What follows belongs to an exercise in optimizing a design on an open flow for small area, a short achievable clock period and few clock cycles; a production flow would make more cautious choices. At most, simulation tests tie the RTL to the original design; equivalence was not proved. No driver is modelled on the clock port, so clocking that relies on it looks cheaper here than on a real chip.

== old ==
// conv_yt
module conv_yt(
input             rst,
input             clk,
output            M0_R_req,
output     [31:0] M0_addr,
input      [31:0] M0_R_data,
output     [3:0]  M0_W_req,
output     [31:0] M0_W_data,
output            M1_R_req,
output     [31:0] M1_addr,
input      [31:0] M1_R_data,
output reg [3:0]  M1_W_req,
output     [31:0] M1_W_data,
input             start,
output reg        finish
);
Size in the first run: roughly 8600 cells after synthesis, roughly 660 flip-flops.
export LEC_CHECK = 0
export ABC_AREA = 1
export CAP_MARGIN = 20
export CORE_MARGIN = 2
export CORE_UTILIZATION = 40
export GPL_TIMING_DRIVEN = 0
export SLEW_MARGIN = 20
create_clock -name core_clock -period 26.0 [get_ports {clk}]
standard.sh (not shown) runs the stock make flow with config.mk's settings and CLKGATE_MAP_FILE= SYNTH_SCRIPT=/design/flow/synth_recipe.tcl, a recipe that flattens the netlist after the stock synthesis.
==> flow/flow/run.sh <==
#!/bin/bash
# The standard layout (standard.sh), with one change: the buffers that
# buffer_ports puts on the ports become buf_4 instead of the default delay
# buffer (flow/ports.tcl, run before the placement's resizing step).
set -euo pipefail
here=$(pwd)
export PRE_RESIZE_TCL="$here/flow/ports.tcl"
bash standard.sh > "$here/standard_make.log" 2>&1
==> flow/flow/ports.tcl <==
# Port buffers: the buffers buffer_ports put on every input and output, as a
# stronger, faster buffer than the default delay cell.
set n 0
foreach inst [[ord::get_db_block] getInsts] {
  set name [$inst getName]
  if {[regexp {^(input|output)[0-9]+$} $name] && [[$inst getMaster] getName] eq "sky130_fd_sc_hd__clkdlybuf4s50_1"} {
    replace_cell $name sky130_fd_sc_hd__buf_4
    incr n
  }
}
puts "ports.tcl: replaced $n port buffers"
Testbench counts of old, summed over its fixed seeds: cycles 52,728.
The following lists how new was set up differently from old:
==> flow/run.sh (new file) <==
#!/bin/bash
# synth_recipe.tcl (not shown) runs the flow's synth.tcl, then flattens the netlist and writes it again
# the make line also repeats each setting of config.mk as NAME=value (left out here)
make -C /OpenROAD-flow-scripts/flow DESIGN_CONFIG=/design/flow/config.mk WORK_HOME=/design/flow/orfs CLKGATE_MAP_FILE= SYNTH_SCRIPT=/design/flow/synth_recipe.tcl finish
diff --git a/flow/config.mk b/flow/config.mk
--- a/flow/config.mk
+++ b/flow/config.mk
@@ -10,4 +10,3 @@
 export CORE_MARGIN = 2
 export CORE_UTILIZATION = 40
-export GPL_TIMING_DRIVEN = 0
 export SLEW_MARGIN = 20
removed: flow/flow/run.sh
removed: flow/flow/ports.tcl
removed: flow/standard.sh
--- outcome ---
Diff old -> new: hold slack now sits lower; length in cells of the worst reg-to-reg path now sits lower; ratio of cells with drive above 1 in the final layout now sits lower.
old -> new: clock insertion delay at the later pin of the skew report flat
The weighted congestion at the end of routability-driven global placement number comes out lower for new vs old.
In new, the final-layout non-clock buffer area share came out 2.1 points below the value in old.


Another version of the RTL of conv_yt (not shown whole).
For scale: roughly 530 flip-flops, about 210 I/O pins, about 68000 um2 of cells after synthesis.
// conv_yt
module conv_yt(
input             rst,
input             clk,
output            M0_R_req,
output     [31:0] M0_addr,
input      [31:0] M0_R_data,
output     [3:0]  M0_W_req,
output     [31:0] M0_W_data,
output            M1_R_req,
output     [31:0] M1_addr,
input      [31:0] M1_R_data,
output reg [3:0]  M1_W_req,
output     [31:0] M1_W_data,
input             start,
output reg        finish
);
localparam [1:0] S_IDLE = 2'd0, S_LOAD = 2'd1, S_PIX = 2'd2;
function [9:0] waddr;
    input [3:0] k;
    case (k)
        4'd0: waddr = 10'd787;
        4'd1: waddr = 10'd790;
        4'd2: waddr = 10'd784;
        4'd3: waddr = 10'd788;
        4'd4: waddr = 10'd791;
        4'd5: waddr = 10'd785;
        4'd6: waddr = 10'd789;
        4'd7: waddr = 10'd792;
        4'd8: waddr = 10'd786;
        4'd9: waddr = 10'd793;
        default: waddr = 10'd0;
    endcase
endfunction
reg  [1:0]  st;
reg  [3:0]  k;           
reg  [9:0]  raddr;       
reg  [2:0]  ph;          
reg  [4:0]  x;           
reg         nar;         
reg         dld_v;       
reg  [3:0]  dld_k;
reg         dlw;         
reg         d_v, d_pass, d_col, d_wr, d_last;
reg         m_v, m_pass, m_col, m_wr, m_last;
reg  [31:0] px;                  
  ...
==> flow/config.mk <==
export PLATFORM = sky130hd
export DESIGN_NAME = conv_yt
export DESIGN_NICKNAME = conv_yt
export VERILOG_FILES = /design/flow/design.v
export SDC_FILE = /design/flow/constraint.sdc
export NUM_CORES = 4
export LEC_CHECK = 0
export ABC_AREA = 1
export CAP_MARGIN = 20
export CORE_MARGIN = 2
export CORE_UTILIZATION = 40
export GPL_TIMING_DRIVEN = 0
export SLEW_MARGIN = 20
==> flow/constraint.sdc <==
create_clock -name core_clock -period 26.0 [get_ports {clk}]
set_input_delay 5.2000 -clock core_clock [delete_from_list [all_inputs] [get_ports {clk}]]
set_output_delay 5.2000 -clock core_clock [all_outputs]
set_load 0.01 [all_outputs]
run.sh (not shown) runs the stock make flow with config.mk's settings and CLKGATE_MAP_FILE= SYNTH_SCRIPT=/design/flow/synth_recipe.tcl, a recipe that flattens the netlist after the stock synthesis.
Stock flow here: none of the scripts above is used.
The starting point completed without violations.
Then changed:
GPL_TIMING_DRIVEN = default   (was 0)
Result:
- The changed run finished clean
- die area stays the same
- count of clock-buffer cells in the layout decreases by 25
- cell count came out lower by 4.8%
- cell area goes down by 3.6%
- setup slack got worse by 0.85 ns
- via count decreases by 11%
- critical path depth came out higher by 4
- sequential cell count does not change
- routed wire length goes down by 36%
- utilization came out lower by 1.6 points
No run of this note included a check of the RTL's function; only the layout flow was run.


conv_yt, a different RTL version from the one above (not shown whole).
Size in the first run: ~210 I/O pins, about 0.049 mm^2 of cells after synthesis.
export LEC_CHECK = 0
export ABC_AREA = 1
export CAP_MARGIN = 20
export CORE_MARGIN = 2
export CORE_UTILIZATION = 40
export SLEW_MARGIN = 70
create_clock -name core_clock -period 26.0 [get_ports {clk}]
standard.sh (not shown) runs the stock make flow with config.mk's settings and CLKGATE_MAP_FILE= SYNTH_SCRIPT=/design/flow/synth_recipe.tcl, a recipe that flattens the netlist after the stock synthesis.
==> flow/flow/run.sh <==
#!/bin/bash
# The standard layout (standard.sh) with three additions:
#  - flow/fapol.py, after the standard synthesis: chooses, for each full-adder
#    cell, whether it works on true or complemented signals (a full adder is
#    self-dual), so that fewer inverters are needed between adders; the
#    netlist's function and its registers are unchanged. The standard
#    synthesis's netlist is kept as 1_2_yosys.standard.v;
#  - flow/ports.tcl, before the placement's resizing step: the buffers that
#    buffer_ports puts on the ports become buf_4 instead of the default delay
#    buffer;
#  - flow/post_cts.tcl, after clock tree synthesis: setup repair aimed at a
#    shorter clock period than the design's (the constraints are unchanged).
set -euo pipefail
here=$(pwd)
export PRE_RESIZE_TCL="$here/flow/ports.tcl"
export POST_CTS_TCL="$here/flow/post_cts.tcl"
export FLOW_TARGET_NS=6.2
res="$here/orfs/results/$FLOW_PLATFORM/conv_yt/base"
bash standard.sh synth > "$here/standard_synth.log" 2>&1
cp "$res/1_2_yosys.v" "$here/1_2_yosys.standard.v"
python3 "$here/flow/fapol.py" "$here/1_2_yosys.standard.v" "$res/1_2_yosys.v" > "$here/fapol.log" 2>&1
rm -f "$res/1_synth.odb" "$res/1_synth.sdc"
bash standard.sh > "$here/standard_make.log" 2>&1
==> flow/flow/post_cts.tcl <==
set target $::env(FLOW_TARGET_NS)
set margin [expr {$::env(FLOW_PERIOD_NS) - $target}]
puts "post_cts.tcl: repair_timing -setup_margin $margin (target $target ns)"
estimate_parasitics -placement
repair_timing -setup -setup_margin $margin -verbose
detailed_placement
check_placement -verbose
estimate_parasitics -placement
report_worst_slack -max
Other scripts of this flow, unchanged in this note and not shown: flow/flow/fapol.py, flow/flow/ports.tcl
Testbench counts at the start, summed over its fixed seeds: cycles 52,752.
Edit:
--- a/flow/flow/run.sh
+++ b/flow/flow/run.sh
@@ -16,3 +16,3 @@
 export POST_CTS_TCL="$here/flow/post_cts.tcl"
-export FLOW_TARGET_NS=6.2
+export FLOW_TARGET_NS=6.0
 res="$here/orfs/results/$FLOW_PLATFORM/conv_yt/base"
--- a/flow/config.mk
+++ b/flow/config.mk
@@ -10,3 +10,3 @@
 export CORE_MARGIN = 2
-export CORE_UTILIZATION = 40
+export CORE_UTILIZATION = 60
 export SLEW_MARGIN = 70
The new run went through all stages and came out clean.
Register-to-register slack gains 0.096 ns.
Cell area went down by 0.64%.
Clock skew went up by 0.036 ns.
Synthesized area stays the same.
Via count barely changes.
Final cell count went down by 7.8%.
Setup slack gains 0.096 ns.
Core utilization went up by 23 points.
Flip-flop and latch count is unchanged.
Edit:
--- a/flow/config.mk
+++ b/flow/config.mk
@@ -10,3 +10,3 @@
 export CORE_MARGIN = 2
-export CORE_UTILIZATION = 60
+export CORE_UTILIZATION = 40
 export SLEW_MARGIN = 70
Outcome: The new run finished clean. Synthesized area does not change. Sequential share of layout area falls by 0.37 points. Final area rises by about 2.5%. Register-to-register slack gains 0.15 ns. Die area rises by about 50%.
Edit:
--- a/flow/config.mk
+++ b/flow/config.mk
@@ -11,2 +11,2 @@
 export CORE_UTILIZATION = 40
-export SLEW_MARGIN = 70
+export SLEW_MARGIN = 20
Wire length came out higher by about 4%.
Cell area rose by 2.1%.
Register-to-register slack degrades by 0.03 ns.
Edit:
--- a/flow/config.mk
+++ b/flow/config.mk
@@ -10,3 +10,3 @@
 export CORE_MARGIN = 2
-export CORE_UTILIZATION = 40
-export SLEW_MARGIN = 20
+export CORE_UTILIZATION = 50
+export SLEW_MARGIN = 70
The new run produced a clean layout; utilization is higher by 9.8 points; register-to-register slack degrades by 0.08 ns; die area is lower by 20%; count of clock-buffer cells in the layout is higher by 2.


Another version of the RTL of conv_yt (not shown whole).
Size: roughly 6500 cells after synthesis, roughly 480 flip-flops, roughly 210 I/O pins.
export LEC_CHECK = 0
export ABC_AREA = 1
export CAP_MARGIN = 20
export CORE_MARGIN = 2
export CORE_UTILIZATION = 55
export SLEW_MARGIN = 70
create_clock -name core_clock -period 26.0 [get_ports {clk}]
==> flow/flow/run.sh <==
#!/bin/bash
# The standard layout (standard.sh) with two additions, both hooks of the
# ORFS scripts:
#  - flow/ports.tcl, before the placement's resizing step: the buffers that
#    buffer_ports puts on the ports become buf_4 instead of the default delay
#    buffer;
#  - flow/post_cts.tcl, after clock tree synthesis: setup repair aimed at a
#    shorter clock period than the design's (the constraints are unchanged).
set -euo pipefail
here=$(pwd)
export PRE_RESIZE_TCL="$here/flow/ports.tcl"
export POST_CTS_TCL="$here/flow/post_cts.tcl"
export FLOW_TARGET_NS=6.4
bash standard.sh > "$here/standard_make.log" 2>&1
==> flow/flow/ports.tcl <==
# Port buffers: the buffers buffer_ports put on every input and output, as a
# stronger, faster buffer than the default delay cell.
set n 0
foreach inst [[ord::get_db_block] getInsts] {
  set name [$inst getName]
  if {[regexp {^(input|output)[0-9]+$} $name] && [[$inst getMaster] getName] eq "sky130_fd_sc_hd__clkdlybuf4s50_1"} {
    replace_cell $name sky130_fd_sc_hd__buf_4
    incr n
  }
}
puts "ports.tcl: replaced $n port buffers"
Scripts as last shown in full above: flow/flow/post_cts.tcl
Edit:
- CORE_UTILIZATION: 55 -> 40
The new run passed the timing, design-rule and antenna checks.
Wire length increases by 0.86%.
Die area rises by 37%.
Global-route usage decreases by 11 points.
Utilization goes down by 17 points.
Final cell count climbs by 6.2%.
Synthesized area is unchanged.
Function was not checked in any run of this note: the RTL went through the layout flow alone.

[port drivers added, routing unchanged]
How much do the figures lean on ideal ports? The routed layouts below were timed once more, with nothing changed but the port constraints.
Step 1 (the two cells are an assumption about what drives the block):
set clk [get_ports {clk}]
set_driving_cell -lib_cell sky130_fd_sc_hd__clkbuf_16 $clk
set_driving_cell -lib_cell sky130_fd_sc_hd__buf_2 [delete_from_list [all_inputs] $clk]
Step 2 moves the port delays by t, midway between the first and last clock arrival at a register: inputs arrive t later, outputs are due t later. That takes back most of the time a late clock gives input paths.
Three values: ideal ports, drivers, drivers and shift; two values: the first two.
| run | shift t [ns] | setup WS [ns] | clock arrival spread, ns | slew at the worst register clock pin (ns) | worst data-port slew with drivers (ns) |
|---|---|---|---|---|---|
| old | 0.734 | 18.106 / 18.106 / 18.106 | 0.048 / 0.049 | 0.07 / 0.07 | 0.14 |
| new | 0.738 | 18.247 / 18.247 / 18.247 | 0.067 / 0.067 | 0.07 / 0.07 | 0.05 |
| the first run of note 2 | 0.861 | 16.329 / 16.329 / 16.329 | 0.088 / 0.089 | 0.10 / 0.10 | 0.05 |
| the second run of note 2 | 0.712 | 15.476 / 15.476 / 15.476 | 0.071 / 0.072 | 0.09 / 0.09 | 0.06 |
| the first run of note 3 | 0.735 | 19.523 / 19.519 / 19.110 | 0.036 / 0.036 | 0.07 / 0.07 | 0.07 |
| the second run of note 3 | 0.702 | 19.618 / 19.560 / 19.328 | 0.075 / 0.075 | 0.07 / 0.07 | 0.08 |
| the third run of note 3 | 0.739 | 19.592 / 19.518 / 19.285 | 0.042 / 0.042 | 0.07 / 0.07 | 0.07 |
| the fourth run of note 3 | 0.738 | 19.558 / 19.484 / 19.303 | 0.054 / 0.053 | 0.07 / 0.07 | 0.09 |
| the fifth run of note 3 | 0.756 | 19.594 / 19.520 / 19.313 | 0.035 / 0.035 | 0.07 / 0.07 | 0.09 |
| the first run of note 4 | 0.727 | 19.432 / 19.432 / 19.200 | 0.106 / 0.106 | 0.09 / 0.09 | 0.05 |
| the second run of note 4 | 0.685 | 19.423 / 19.423 / 19.124 | 0.070 / 0.070 | 0.07 / 0.07 | 0.08 |
After both steps every run listed still meets setup and hold. For the first run of note 3, which loses most, drivers alone change the setup slack by -0.004 ns; drivers and shift together by -0.413 ns.
